Source: an optimization exercise on an open RTL-to-GDS flow (aim: small area). Production flows keep margins and buffers that such runs may drop.
Function was checked by simulation only, so behaviour that the tests miss may differ from the original.

v28:
==> module decoder, before the edit <==
module decoder(input clk, input rst, input [1:0]x, input start, input last, output reg valid, output x_decoded);
reg [255:0]metrics;
reg [18*49-1:0]dec_rows;
reg [5:0]mpn0;
reg tb_now;
reg [23:0]out_reg;
reg [4:0]count2;
wire [255:0]nm;
wire [63:0]dec;
wire [5:0]best;
wire [17:0]tb_bits;
wire fam = x[1] ^ x[0];
reg [15:0]dec_up;
integer q;
always @(*)
	for (q = 0; q < 16; q = q + 1)
		dec_up[q] = dec[32 + 2*q + (fam ^ (q >= 8))];
acs u_acs(.x(x), .start(start), .start_state(mpn0), .metrics(metrics), .new_metrics(nm), .dec(dec));
argmin64 u_argmin(.m(nm), .fam(fam), .idx(best));
traceback u_tb(.rows(dec_rows), .state(mpn0), .bits(tb_bits));
always @(posedge clk) begin
	metrics <= nm;
	dec_rows <= {dec_rows[17*49-1:0], fam, dec_up, dec[31:0]};
	out_reg <= tb_now ? {mpn0, tb_bits} : {1'b0, out_reg[23:1]};
end
always @(posedge clk, negedge rst) begin
	if (~rst) begin
		mpn0 <= 6'd0;
		tb_now <= 1'b0;
		valid <= 1'b0;
		count2 <= 5'd0;
	end
	else begin
		if (last)
			mpn0 <= best;
		tb_now <= last;
		if (tb_now)
			valid <= 1'b1;
		else if (count2 == 5'd23)
			valid <= 1'b0;
		if (valid)
			count2 <= (count2 == 5'd23) ? 5'd0 : count2 + 5'd1;
	end
end
assign x_decoded = out_reg[0];
endmodule
==> module argmin64, before the edit <==
module argmin64(input [255:0]m, input fam, output [5:0]idx);
function [6:0] amin8;   
	input [31:0] v;
	reg [7:0] alive, t;
	reg [3:0] mn;
	reg [2:0] li;
	integer n, b;
	begin
		alive = 8'hff;
		for (b = 3; b >= 0; b = b - 1) begin
			for (n = 0; n < 8; n = n + 1) t[n] = alive[n] & ~v[4*n+b];
			mn[b] = ~|t;
			for (n = 0; n < 8; n = n + 1) alive[n] = alive[n] & (~v[4*n+b] | mn[b]);
		end
		li = 3'd0;
		for (n = 7; n >= 0; n = n - 1) if (alive[n]) li = n;
		amin8 = {mn, li};
	end
endfunction
function [6:0] amin6;   
	input [23:0] v;
	reg [5:0] alive, t;
	reg [3:0] mn;
	reg [2:0] li;
	integer n, b;
	begin
		alive = 6'h3f;
		for (b = 3; b >= 0; b = b - 1) begin
			for (n = 0; n < 6; n = n + 1) t[n] = alive[n] & ~v[4*n+b];
			mn[b] = ~|t;
			for (n = 0; n < 6; n = n + 1) alive[n] = alive[n] & (~v[4*n+b] | mn[b]);
		end
		li = 3'd0;
		for (n = 5; n >= 0; n = n - 1) if (alive[n]) li = n;
		amin6 = {mn, li};
	end
endfunction
reg [191:0] c;
reg [23:0] gm;
reg [17:0] gi;
reg [6:0] r;
reg [2:0] g, li;
reg [3:0] kk;
reg [5:0] id;
integer q;
always @(*) begin
	c[127:0] = m[127:0];
	for (q = 0; q < 16; q = q + 1)
		c[128 + 4*q +: 4] = m[4*(32 + 2*q + (fam ^ (q >= 8))) +: 4];
	for (q = 0; q < 6; q = q + 1) begin
		r = amin8(c[32*q +: 32]);
		gm[4*q +: 4] = r[6:3];
		gi[3*q +: 3] = r[2:0];
	end
	r = amin6(gm);
	g = r[2:0];
	li = gi[3*g +: 3];
	kk = {g[0], li};
	id = (g < 3'd4) ? {1'b0, g[1:0], li} : {1'b1, kk, fam ^ kk[3]};
end
assign idx = id;
endmodule
Settings: LEC_CHECK=0, CAP_MARGIN=20, CORE_MARGIN=2, CORE_UTILIZATION=40, SLEW_MARGIN=20; clock period 15.0 ns.
standard.sh (not shown) runs the stock make flow with config.mk's settings and CLKGATE_MAP_FILE= SYNTH_SCRIPT=/design/flow/synth_recipe.tcl, a recipe that flattens the netlist after the stock synthesis.
==> flow/flow/run.sh <==
#!/bin/bash
# Own flow: the standard layout (standard.sh's make command), with
#  - synthesis mapped by ABC for area (flow/area_synth.tcl), and
#  - the extra make variables listed in flow/make_vars.txt (one VAR=value
#    per line), e.g. the clock tree's arguments.
# Registers, their names and types, and every step from floorplan on are the
# standard flow's. make's output goes to flow_make.log; ORFS writes each
# step's log under orfs/logs/.
set -euo pipefail
here=$(pwd)
extra="SYNTH_SCRIPT=${here}/flow/area_synth.tcl"
if [[ -f flow/make_vars.txt ]]; then
  while IFS= read -r line; do
    [[ -z "$line" || "$line" == \#* ]] && continue
    extra="${extra} '${line}'"
  done < flow/make_vars.txt
fi
sed -E "s#SYNTH_SCRIPT=[^ ]+#${extra}#" standard.sh > area_standard.sh
bash area_standard.sh > flow_make.log 2>&1
==> flow/flow/abc_area_map.script <==
strash; dc2; dch -f; amap
==> flow/flow/area_synth.tcl <==
# synth_recipe.tcl with an area-oriented ABC script.
set area_abc_script [file join [file dirname [file normalize [info script]]] abc_area_map.script]
proc synth {args} { yosys synth -nofsm -noshare {*}$args }
proc extract_fa {args} { puts "extract_fa skipped (area flow)" }
proc abc {args} {
  set i [lsearch -exact $args -script]
  if { $i >= 0 } {
    lset args [expr { $i + 1 }] $::area_abc_script
  }
  set i [lsearch -exact $args -D]
  if { $i >= 0 } {
    lset args [expr { $i + 1 }] 12000
  } else {
    lappend args -D 12000
  }
  yosys abc {*}$args
}
source $::env(SCRIPTS_DIR)/synth.tcl
# left out here: clear keep_hierarchy, flatten, clean up, hide names made inside functions, write 1_2_yosys.v
==> flow/flow/make_vars.txt <==
CTS_ARGS=-sink_clustering_enable -repair_clock_nets -sink_clustering_size 24 -sink_clustering_max_diameter 100 -dont_use_dummy_load
BUFFER_PORTS_ARGS=-buffer_cell sky130_fd_sc_hd__buf_1
The inputs of v21 differ from those of v28 as listed below.
--- a/flow/design.v
+++ b/flow/design.v
@@ -200,9 +200,9 @@
 always @(*)
 	for (q = 0; q < 16; q = q + 1)
 		dec_up[q] = dec[32 + 2*q + (fam ^ (q >= 8))];
 acs u_acs(.x(x), .start(start), .start_state(mpn0), .metrics(metrics), .new_metrics(nm), .dec(dec));
-argmin64 u_argmin(.m(nm), .fam(fam), .idx(best));
+argmin64 u_argmin(.m(nm), .idx(best));
 traceback u_tb(.rows(dec_rows), .state(mpn0), .bits(tb_bits));
 always @(posedge clk) begin
 	metrics <= nm;
 	dec_rows <= {dec_rows[17*49-1:0], fam, dec_up, dec[31:0]};
@@ -262,9 +262,9 @@
 		new_metrics[4*(i+32) +: 4] = (cb < ca) ? cb : ca;
 	end
 end
 endmodule
-module argmin64(input [255:0]m, input fam, output [5:0]idx);
+module argmin64(input [255:0]m, output [5:0]idx);
 function [6:0] amin8;   
 	input [31:0] v;
 	reg [7:0] alive, t;
 	reg [3:0] mn;
@@ -281,50 +281,23 @@
 		for (n = 7; n >= 0; n = n - 1) if (alive[n]) li = n;
 		amin8 = {mn, li};
 	end
 endfunction
-function [6:0] amin6;   
-	input [23:0] v;
-	reg [5:0] alive, t;
-	reg [3:0] mn;
-	reg [2:0] li;
-	integer n, b;
-	begin
-		alive = 6'h3f;
-		for (b = 3; b >= 0; b = b - 1) begin
-			for (n = 0; n < 6; n = n + 1) t[n] = alive[n] & ~v[4*n+b];
-			mn[b] = ~|t;
-			for (n = 0; n < 6; n = n + 1) alive[n] = alive[n] & (~v[4*n+b] | mn[b]);
-		end
-		li = 3'd0;
-		for (n = 5; n >= 0; n = n - 1) if (alive[n]) li = n;
-		amin6 = {mn, li};
-	end
-endfunction
-reg [191:0] c;
-reg [23:0] gm;
-reg [17:0] gi;
+reg [31:0] gm;
+reg [23:0] gi;
 reg [6:0] r;
-reg [2:0] g, li;
-reg [3:0] kk;
-reg [5:0] id;
+reg [2:0] g;
 integer q;
 always @(*) begin
-	c[127:0] = m[127:0];
-	for (q = 0; q < 16; q = q + 1)
-		c[128 + 4*q +: 4] = m[4*(32 + 2*q + (fam ^ (q >= 8))) +: 4];
-	for (q = 0; q < 6; q = q + 1) begin
-		r = amin8(c[32*q +: 32]);
+	for (q = 0; q < 8; q = q + 1) begin
+		r = amin8(m[32*q +: 32]);
 		gm[4*q +: 4] = r[6:3];
 		gi[3*q +: 3] = r[2:0];
 	end
-	r = amin6(gm);
+	r = amin8(gm);
 	g = r[2:0];
-	li = gi[3*g +: 3];
-	kk = {g[0], li};
-	id = (g < 3'd4) ? {1'b0, g[1:0], li} : {1'b1, kk, fam ^ kk[3]};
 end
-assign idx = id;
+assign idx = {g, gi[3*g +: 3]};
 endmodule
 module traceback(input [18*49-1:0]rows, input [5:0]state, output reg [17:0]bits);
 function sel49;
 	input [48:0] r;
Notes after the runs:
[compare] base=v28 new=v21: final worst-path cycle share lower; count of cells resized by post-cts repair higher; routed wire length higher; maximum operating frequency higher.


Another version of the RTL of RX (not shown whole).
Size: ~8400 cells after synthesis, about 1500 flip-flops, about 61 I/O pins, roughly 0.080 mm² of cells after synthesis.
==> module decoder, before the edit <==
module decoder(input clk, input rst, input [1:0]x, input start, input last, output reg valid, output x_decoded);
reg [255:0]metrics;
reg [18*49-1:0]dec_rows;
reg [5:0]mpn0;
reg tb_now;
reg [23:0]out_reg;
reg [4:0]count2;
wire [255:0]nm;
wire [63:0]dec;
wire [5:0]best;
wire [17:0]tb_bits;
wire fam = x[1] ^ x[0];
reg [15:0]dec_up;
integer q;
always @(*)
	for (q = 0; q < 16; q = q + 1)
		dec_up[q] = dec[32 + 2*q + (fam ^ (q >= 8))];
acs u_acs(.x(x), .start(start), .start_state(mpn0), .metrics(metrics), .new_metrics(nm), .dec(dec));
argmin64 u_argmin(.m(nm), .idx(best));
traceback u_tb(.rows(dec_rows), .state(mpn0), .bits(tb_bits));
always @(posedge clk) begin
	metrics <= nm;
	dec_rows <= {dec_rows[17*49-1:0], fam, dec_up, dec[31:0]};
	out_reg <= tb_now ? {mpn0, tb_bits} : {1'b0, out_reg[23:1]};
end
always @(posedge clk, negedge rst) begin
	if (~rst) begin
		mpn0 <= 6'd0;
		tb_now <= 1'b0;
		valid <= 1'b0;
		count2 <= 5'd0;
	end
	else begin
		if (last)
			mpn0 <= best;
		tb_now <= last;
		if (tb_now)
			valid <= 1'b1;
		else if (count2 == 5'd23)
			valid <= 1'b0;
		if (valid)
			count2 <= (count2 == 5'd23) ? 5'd0 : count2 + 5'd1;
	end
end
assign x_decoded = out_reg[0];
endmodule
==> module traceback, before the edit <==
module traceback(input [18*49-1:0]rows, input [5:0]state, output reg [17:0]bits);
function sel49;
	input [48:0] r;
	input [5:0] s;   
	reg [31:0] l1;
	reg [15:0] l2;
	reg [7:0] l3;
	reg [3:0] l4;
	reg [1:0] l5;
	integer j;
	begin
		for (j = 0; j < 32; j = j + 1)
			l1[j] = (s[5] && (r[48] == ((j % 2) ^ (j / 16)))) ? r[32 + j / 2] : r[j];
		for (j = 0; j < 16; j = j + 1) l2[j] = s[4] ? l1[16 + j] : l1[j];
		for (j = 0; j < 8; j = j + 1) l3[j] = s[3] ? l2[8 + j] : l2[j];
		for (j = 0; j < 4; j = j + 1) l4[j] = s[2] ? l3[4 + j] : l3[j];
		for (j = 0; j < 2; j = j + 1) l5[j] = s[1] ? l4[2 + j] : l4[j];
		sel49 = s[0] ? l5[1] : l5[0];
	end
endfunction
reg [5:0] st;
integer k;
always @(*) begin
	st = state;
	for (k = 0; k < 18; k = k + 1) begin
		bits[17-k] = sel49(rows[49*k +: 49], st);
		st = {st[4:0], bits[17-k]};
	end
end
endmodule
export LEC_CHECK = 0
export CAP_MARGIN = 20
export CORE_MARGIN = 2
export CORE_UTILIZATION = 40
export SLEW_MARGIN = 20
create_clock -name core_clock -period 15.0 [get_ports {clk}]
run.sh (not shown) runs the stock make flow with config.mk's settings and CLKGATE_MAP_FILE= SYNTH_SCRIPT=/design/flow/synth_recipe.tcl, a recipe that flattens the netlist after the stock synthesis.
Stock flow here: none of the scripts above is used.
Next try:
--- a/flow/design.v
+++ b/flow/design.v
@@ -179,33 +179,27 @@
 	end
 end
 endmodule
 `timescale 1ns/1ns
 module decoder(input clk, input rst, input [1:0]x, input start, input last, output reg valid, output x_decoded);
 reg [255:0]metrics;
-reg [18*49-1:0]dec_rows;
+reg [18*64-1:0]dec_rows;
 reg [5:0]mpn0;
 reg tb_now;
 reg [23:0]out_reg;
 reg [4:0]count2;
 wire [255:0]nm;
 wire [63:0]dec;
 wire [5:0]best;
 wire [17:0]tb_bits;
-wire fam = x[1] ^ x[0];
-reg [15:0]dec_up;
-integer q;
-always @(*)
-	for (q = 0; q < 16; q = q + 1)
-		dec_up[q] = dec[32 + 2*q + (fam ^ (q >= 8))];
 acs u_acs(.x(x), .start(start), .start_state(mpn0), .metrics(metrics), .new_metrics(nm), .dec(dec));
 argmin64 u_argmin(.m(nm), .idx(best));
 traceback u_tb(.rows(dec_rows), .state(mpn0), .bits(tb_bits));
 always @(posedge clk) begin
 	metrics <= nm;
-	dec_rows <= {dec_rows[17*49-1:0], fam, dec_up, dec[31:0]};
+	dec_rows <= {dec_rows[17*64-1:0], dec};
 	out_reg <= tb_now ? {mpn0, tb_bits} : {1'b0, out_reg[23:1]};
 end
 always @(posedge clk, negedge rst) begin
 	if (~rst) begin
 		mpn0 <= 6'd0;
 		tb_now <= 1'b0;
@@ -272,36 +266,35 @@
 		for (n = 0; n < 64; n = n + 1) alive[n] = alive[n] & (~m[4*n+b] | ~z);
 	end
 	idx = 6'd0;
 	for (n = 63; n >= 0; n = n - 1) if (alive[n]) idx = n;
 end
 endmodule
-module traceback(input [18*49-1:0]rows, input [5:0]state, output reg [17:0]bits);
-function sel49;
-	input [48:0] r;
+module traceback(input [18*64-1:0]rows, input [5:0]state, output reg [17:0]bits);
+function sel64;
+	input [63:0] r;
 	input [5:0] s;   
 	reg [31:0] l1;
 	reg [15:0] l2;
 	reg [7:0] l3;
 	reg [3:0] l4;
 	reg [1:0] l5;
 	integer j;
 	begin
-		for (j = 0; j < 32; j = j + 1)
-			l1[j] = (s[5] && (r[48] == ((j % 2) ^ (j / 16)))) ? r[32 + j / 2] : r[j];
+		for (j = 0; j < 32; j = j + 1) l1[j] = s[5] ? r[32 + j] : r[j];
 		for (j = 0; j < 16; j = j + 1) l2[j] = s[4] ? l1[16 + j] : l1[j];
 		for (j = 0; j < 8; j = j + 1) l3[j] = s[3] ? l2[8 + j] : l2[j];
 		for (j = 0; j < 4; j = j + 1) l4[j] = s[2] ? l3[4 + j] : l3[j];
 		for (j = 0; j < 2; j = j + 1) l5[j] = s[1] ? l4[2 + j] : l4[j];
-		sel49 = s[0] ? l5[1] : l5[0];
+		sel64 = s[0] ? l5[1] : l5[0];
 	end
 endfunction
 reg [5:0] st;
 integer k;
 always @(*) begin
 	st = state;
 	for (k = 0; k < 18; k = k + 1) begin
-		bits[17-k] = sel49(rows[49*k +: 49], st);
+		bits[17-k] = sel64(rows[64*k +: 64], st);
 		st = {st[4:0], bits[17-k]};
 	end
 end
 endmodule
What happened: The new run finished clean; design area came out higher by 4.7%; non-clock buffer count climbs by 45; worst setup slack got worse by 0.25 ns; global-route usage fell by 2.4 points; area after synthesis climbs by 3.8%; worst hold slack is worse by 0.022 ns; utilization increases by 0.45 points; clock-buffer cell count is higher by 45; via count fell by 3.9%.


Another version of the RTL of RX (not shown whole).
Size in the first run: about 6,000 cells after synthesis, about 61 I/O pins.
==> module RX, before the edit <==
module RX(input clk, input rst, input [51:0]in, input run, input [1:0]cr, input [1:0]mod, output out, output valid);
wire [17:0]x0_demapped, x1_demapped;
wire [1:0]x_deinterleaved;
wire x_decoded, dec_valid;
reg [2:0]widx;      
reg active;         
reg [4:0]step;      
reg [2:0]blk;       
wire last_blk = (mod == 2'd0) ? (blk == 3'd0) : (mod == 2'd1) ? (blk == 3'd1) : (mod == 2'd2) ? (blk == 3'd3) : (blk == 3'd5);
wire blk_end = active & (step == 5'd23);
wire sym_end = blk_end & last_blk;
wire first8 = (blk == 3'd0) & (step[4:3] == 2'b00);
wire drain = active & ~(last_blk & step[4]);
wire buf_shift = run | (active & first8);
reg [1:0]widx3;
always @(*) begin
	case (widx)
		3'd0, 3'd3, 3'd6: widx3 = 2'd0;
		3'd1, 3'd4, 3'd7: widx3 = 2'd1;
		default: widx3 = 2'd2;
	endcase
end
always @(posedge clk, negedge rst) begin
	if (~rst) begin
		widx <= 3'd0;
		active <= 1'b0;
		step <= 5'd0;
		blk <= 3'd0;
	end
	else begin
		if (run)
			widx <= widx + 3'd1;
		if (run & (widx == 3'd7))
			active <= 1'b1;
		else if (sym_end)
			active <= 1'b0;
		if (active) begin
			step <= (step == 5'd23) ? 5'd0 : step + 5'd1;
			if (step == 5'd23)
				blk <= last_blk ? 3'd0 : blk + 3'd1;
		end
	end
end
demapper_pr rx_demapper(.x_in(in), .mod(mod), .x0_demapped(x0_demapped), .x1_demapped(x1_demapped));
deinterleaver rx_deinterleaver(.clk(clk), .mod(mod), .widx3(widx3), .x0(x0_demapped), .x1(x1_demapped),
	.run(run), .drain(drain), .buf_shift(buf_shift), .sel_buf(first8), .x_deinterleaved(x_deinterleaved));
decoder rx_decoder(.clk(clk), .rst(rst), .x(x_deinterleaved), .active(active), .last(blk_end),
	.valid(dec_valid), .x_decoded(x_decoded));
scrambler rx_descrambler(.x(x_decoded), .run(dec_valid), .clk(clk), .reset(rst), .x_scrambled(out), .valid(valid));
endmodule
==> module deinterleaver, before the edit <==
module deinterleaver(input clk, input [1:0]mod, input [1:0]widx3, input [17:0]x0, input [17:0]x1,
	input run, input drain, input buf_shift, input sel_buf, output [1:0]x_deinterleaved);
reg [135:0]evens, odds;
reg [7:0]buf_e, buf_o;
reg [7:0]dl_e, dl_o;
reg [1:0]inter_mod_even, inter_mod_odd;
wire [17:0]ie, io;
always @(*) begin
	if (mod == 2'd3) begin
		case (widx3)
			2'd0: begin inter_mod_even = 2'd0; inter_mod_odd = 2'd3; end
			2'd1: begin inter_mod_even = 2'd2; inter_mod_odd = 2'd0; end
			default: begin inter_mod_even = 2'd3; inter_mod_odd = 2'd2; end
		endcase
	end
	else begin
		inter_mod_even = 2'd0;
		inter_mod_odd = (mod == 2'd2) ? 2'd1 : 2'd0;
	end
end
interleave2 inter2_even(.inter_mod(inter_mod_even), .in(x0), .out(ie));
interleave2 inter2_odd(.inter_mod(inter_mod_odd), .in(x1), .out(io));
integer j;
always @(posedge clk) begin
	if (run) begin
		for (j = 1; j < 18; j = j + 1) begin
			evens[8*(17-j) +: 7] <= {evens[8*(17-j) +: 6], ie[j]};
			odds[8*(17-j) +: 7] <= {odds[8*(17-j) +: 6], io[j]};
		end
	end
	else if (drain) begin
		for (j = 1; j < 18; j = j + 1) begin
			evens[8*(17-j) +: 7] <= {evens[8*(17-j) +: 6], (j == 17) ? ie[17] : evens[8*(17-j) - 1]};
			odds[8*(17-j) +: 7] <= {odds[8*(17-j) +: 6], (j == 17) ? io[17] : odds[8*(17-j) - 1]};
		end
	end
	for (j = 1; j < 18; j = j + 1) begin
		evens[8*(17-j) + 7] <= evens[8*(17-j) + 6];
		odds[8*(17-j) + 7] <= odds[8*(17-j) + 6];
	end
	if (buf_shift) begin
		buf_e[6:0] <= {buf_e[5:0], ie[0]};
		buf_o[6:0] <= {buf_o[5:0], io[0]};
	end
	buf_e[7] <= buf_e[6];
	buf_o[7] <= buf_o[6];
	dl_e <= {dl_e[6:0], evens[135]};
	dl_o <= {dl_o[6:0], odds[135]};
end
assign x_deinterleaved = sel_buf ? {buf_e[7], buf_o[7]} : {dl_e[7], dl_o[7]};
endmodule
Settings: LEC_CHECK=0, CAP_MARGIN=20, CORE_MARGIN=2, CORE_UTILIZATION=40, SLEW_MARGIN=20; clock period 15.0 ns.
standard.sh (not shown) runs the stock make flow with config.mk's settings and CLKGATE_MAP_FILE= SYNTH_SCRIPT=/design/flow/synth_recipe.tcl, a recipe that flattens the netlist after the stock synthesis.
Scripts as last shown in full above: flow/flow/run.sh, flow/flow/abc_area_map.script, flow/flow/area_synth.tcl, flow/flow/make_vars.txt
==> next run, changes <==
--- a/flow/design.v
+++ b/flow/design.v
@@ -7,15 +7,14 @@
 reg active;         
 reg [4:0]step;      
 reg [2:0]blk;       
 wire last_blk = (mod == 2'd0) ? (blk == 3'd0) : (mod == 2'd1) ? (blk == 3'd1) : (mod == 2'd2) ? (blk == 3'd3) : (blk == 3'd5);
 wire blk_end = active & (step == 5'd23);
 wire sym_end = blk_end & last_blk;
-wire first8 = (blk == 3'd0) & (step[4:3] == 2'b00);
-wire drain = active & ~(last_blk & step[4]);
-wire buf_shift = run | (active & first8);
+wire tail = active & last_blk & step[4];
+wire drain = active & ~tail;
 reg [1:0]widx3;
 always @(*) begin
 	case (widx)
 		3'd0, 3'd3, 3'd6: widx3 = 2'd0;
 		3'd1, 3'd4, 3'd7: widx3 = 2'd1;
 		default: widx3 = 2'd2;
@@ -40,14 +39,14 @@
 			if (step == 5'd23)
 				blk <= last_blk ? 3'd0 : blk + 3'd1;
 		end
 	end
 end
 demapper_pr rx_demapper(.x_in(in), .mod(mod), .x0_demapped(x0_demapped), .x1_demapped(x1_demapped));
-deinterleaver rx_deinterleaver(.clk(clk), .mod(mod), .widx3(widx3), .x0(x0_demapped), .x1(x1_demapped),
-	.run(run), .drain(drain), .buf_shift(buf_shift), .sel_buf(first8), .x_deinterleaved(x_deinterleaved));
+deinterleaver rx_deinterleaver(.clk(clk), .mod(mod), .widx3(widx3), .widx(widx), .x0(x0_demapped), .x1(x1_demapped),
+	.run(run), .drain(drain), .tail(tail), .x_deinterleaved(x_deinterleaved));
 decoder rx_decoder(.clk(clk), .rst(rst), .x(x_deinterleaved), .active(active), .last(blk_end),
 	.valid(dec_valid), .x_decoded(x_decoded));
 scrambler rx_descrambler(.x(x_decoded), .run(dec_valid), .clk(clk), .reset(rst), .x_scrambled(out), .valid(valid));
 endmodule
 `timescale 1ns/1ns
 module scrambler(input x, input run, input clk, input reset, output reg x_scrambled, output reg valid);
@@ -119,17 +118,15 @@
 endfunction
 assign d_qpsk = {~x[3], ~x[7]};
 assign d_16 = {qam16(x[3:0]), qam16(x[7:4])};
 assign d_64 = {qam64(x[3:0]), qam64(x[7:4])};
 endmodule
 `timescale 1ns/1ns
-module deinterleaver(input clk, input [1:0]mod, input [1:0]widx3, input [17:0]x0, input [17:0]x1,
-	input run, input drain, input buf_shift, input sel_buf, output [1:0]x_deinterleaved);
-reg [135:0]evens, odds;
-reg [7:0]buf_e, buf_o;
-reg [7:0]dl_e, dl_o;
+module deinterleaver(input clk, input [1:0]mod, input [1:0]widx3, input [2:0]widx, input [17:0]x0, input [17:0]x1,
+	input run, input drain, input tail, output [1:0]x_deinterleaved);
+reg [143:0]evens, odds;
 reg [1:0]inter_mod_even, inter_mod_odd;
 wire [17:0]ie, io;
 always @(*) begin
 	if (mod == 2'd3) begin
 		case (widx3)
 			2'd0: begin inter_mod_even = 2'd0; inter_mod_odd = 2'd3; end
@@ -141,40 +138,32 @@
 		inter_mod_even = 2'd0;
 		inter_mod_odd = (mod == 2'd2) ? 2'd1 : 2'd0;
 	end
 end
 interleave2 inter2_even(.inter_mod(inter_mod_even), .in(x0), .out(ie));
 interleave2 inter2_odd(.inter_mod(inter_mod_odd), .in(x1), .out(io));
-integer j;
+integer j, i;
 always @(posedge clk) begin
-	if (run) begin
-		for (j = 1; j < 18; j = j + 1) begin
-			evens[8*(17-j) +: 7] <= {evens[8*(17-j) +: 6], ie[j]};
-			odds[8*(17-j) +: 7] <= {odds[8*(17-j) +: 6], io[j]};
-		end
-	end
-	else if (drain) begin
-		for (j = 1; j < 18; j = j + 1) begin
-			evens[8*(17-j) +: 7] <= {evens[8*(17-j) +: 6], (j == 17) ? ie[17] : evens[8*(17-j) - 1]};
-			odds[8*(17-j) +: 7] <= {odds[8*(17-j) +: 6], (j == 17) ? io[17] : odds[8*(17-j) - 1]};
+	for (j = 0; j < 18; j = j + 1) begin
+		for (i = 0; i < 7; i = i + 1) begin
+			if (run || drain || (j == 0 && tail && widx <= i)) begin
+				if (i == 0) begin
+					evens[8*(17-j)] <= run ? ie[j] : (j == 17) ? ie[17] : evens[8*(17-j) - 1];
+					odds[8*(17-j)] <= run ? io[j] : (j == 17) ? io[17] : odds[8*(17-j) - 1];
+				end
+				else begin
+					evens[8*(17-j) + i] <= evens[8*(17-j) + i - 1];
+					odds[8*(17-j) + i] <= odds[8*(17-j) + i - 1];
+				end
+			end
 		end
-	end
-	for (j = 1; j < 18; j = j + 1) begin
 		evens[8*(17-j) + 7] <= evens[8*(17-j) + 6];
 		odds[8*(17-j) + 7] <= odds[8*(17-j) + 6];
 	end
-	if (buf_shift) begin
-		buf_e[6:0] <= {buf_e[5:0], ie[0]};
-		buf_o[6:0] <= {buf_o[5:0], io[0]};
-	end
-	buf_e[7] <= buf_e[6];
-	buf_o[7] <= buf_o[6];
-	dl_e <= {dl_e[6:0], evens[135]};
-	dl_o <= {dl_o[6:0], odds[135]};
 end
-assign x_deinterleaved = sel_buf ? {buf_e[7], buf_o[7]} : {dl_e[7], dl_o[7]};
+assign x_deinterleaved = {evens[143], odds[143]};
 endmodule
 `timescale 1ns/1ns
 module interleave2(input [1:0]inter_mod, input [17:0]in, output reg [17:0]out);
 integer g;
 always @(*) begin
 	for (g = 0; g < 3; g = g + 1) begin
Effect: The changed run went through all stages and came out clean; sequential cell count came out lower by 16; global-route usage falls by 0.90 points; critical path depth is lower by 1; cell count stays flat; die area shrinks by 0.51%; count of clock-buffer cells in the layout falls by 2.

separate check: timing with driven ports:
No port has a modelled driver above. Below, the same layouts with a new extraction and two added sets of constraints. Step 1: set_driving_cell puts a clkbuf_16 on clk and a buf_2 on each other input, an assumption about the parent block. Step 2 adds t to the input delays and takes it off the output delays; t is the mean of the earliest and latest rising clock arrival at the registers after step 1. Input paths then give back, and output paths get back, about the clock's delay inside the block. Three values: ideal ports, drivers, drivers and shift; two values: the first two.
run | t (ns) | setup slack, ns | hold WS [ns] | worst setup path after step 2 | worst register clock-pin slew, ns
v28 | 0.756 | 0.936 / 0.936 / 0.936 | 0.308 / 0.308 / 0.308 | register to register | 0.10 / 0.10
v21 | 0.746 | 1.222 / 1.222 / 1.222 | 0.295 / 0.295 / 0.295 | register to register | 0.10 / 0.10
the first run of note 2 | 0.883 | 1.374 / 1.374 / 1.374 | 0.313 / 0.313 / 0.313 | register to register | 0.07 / 0.07
the second run of note 2 | 0.917 | 1.129 / 1.129 / 1.129 | 0.291 / 0.291 / 0.291 | register to register | 0.07 / 0.07
the first run of note 3 | 0.735 | 1.003 / 1.003 / 1.003 | 0.314 / 0.314 / 0.314 | register to register | 0.10 / 0.10
the second run of note 3 | 0.750 | 0.864 / 0.864 / 0.864 | 0.316 / 0.316 / 0.316 | register to register | 0.10 / 0.10
After both steps every run listed still meets setup and hold.
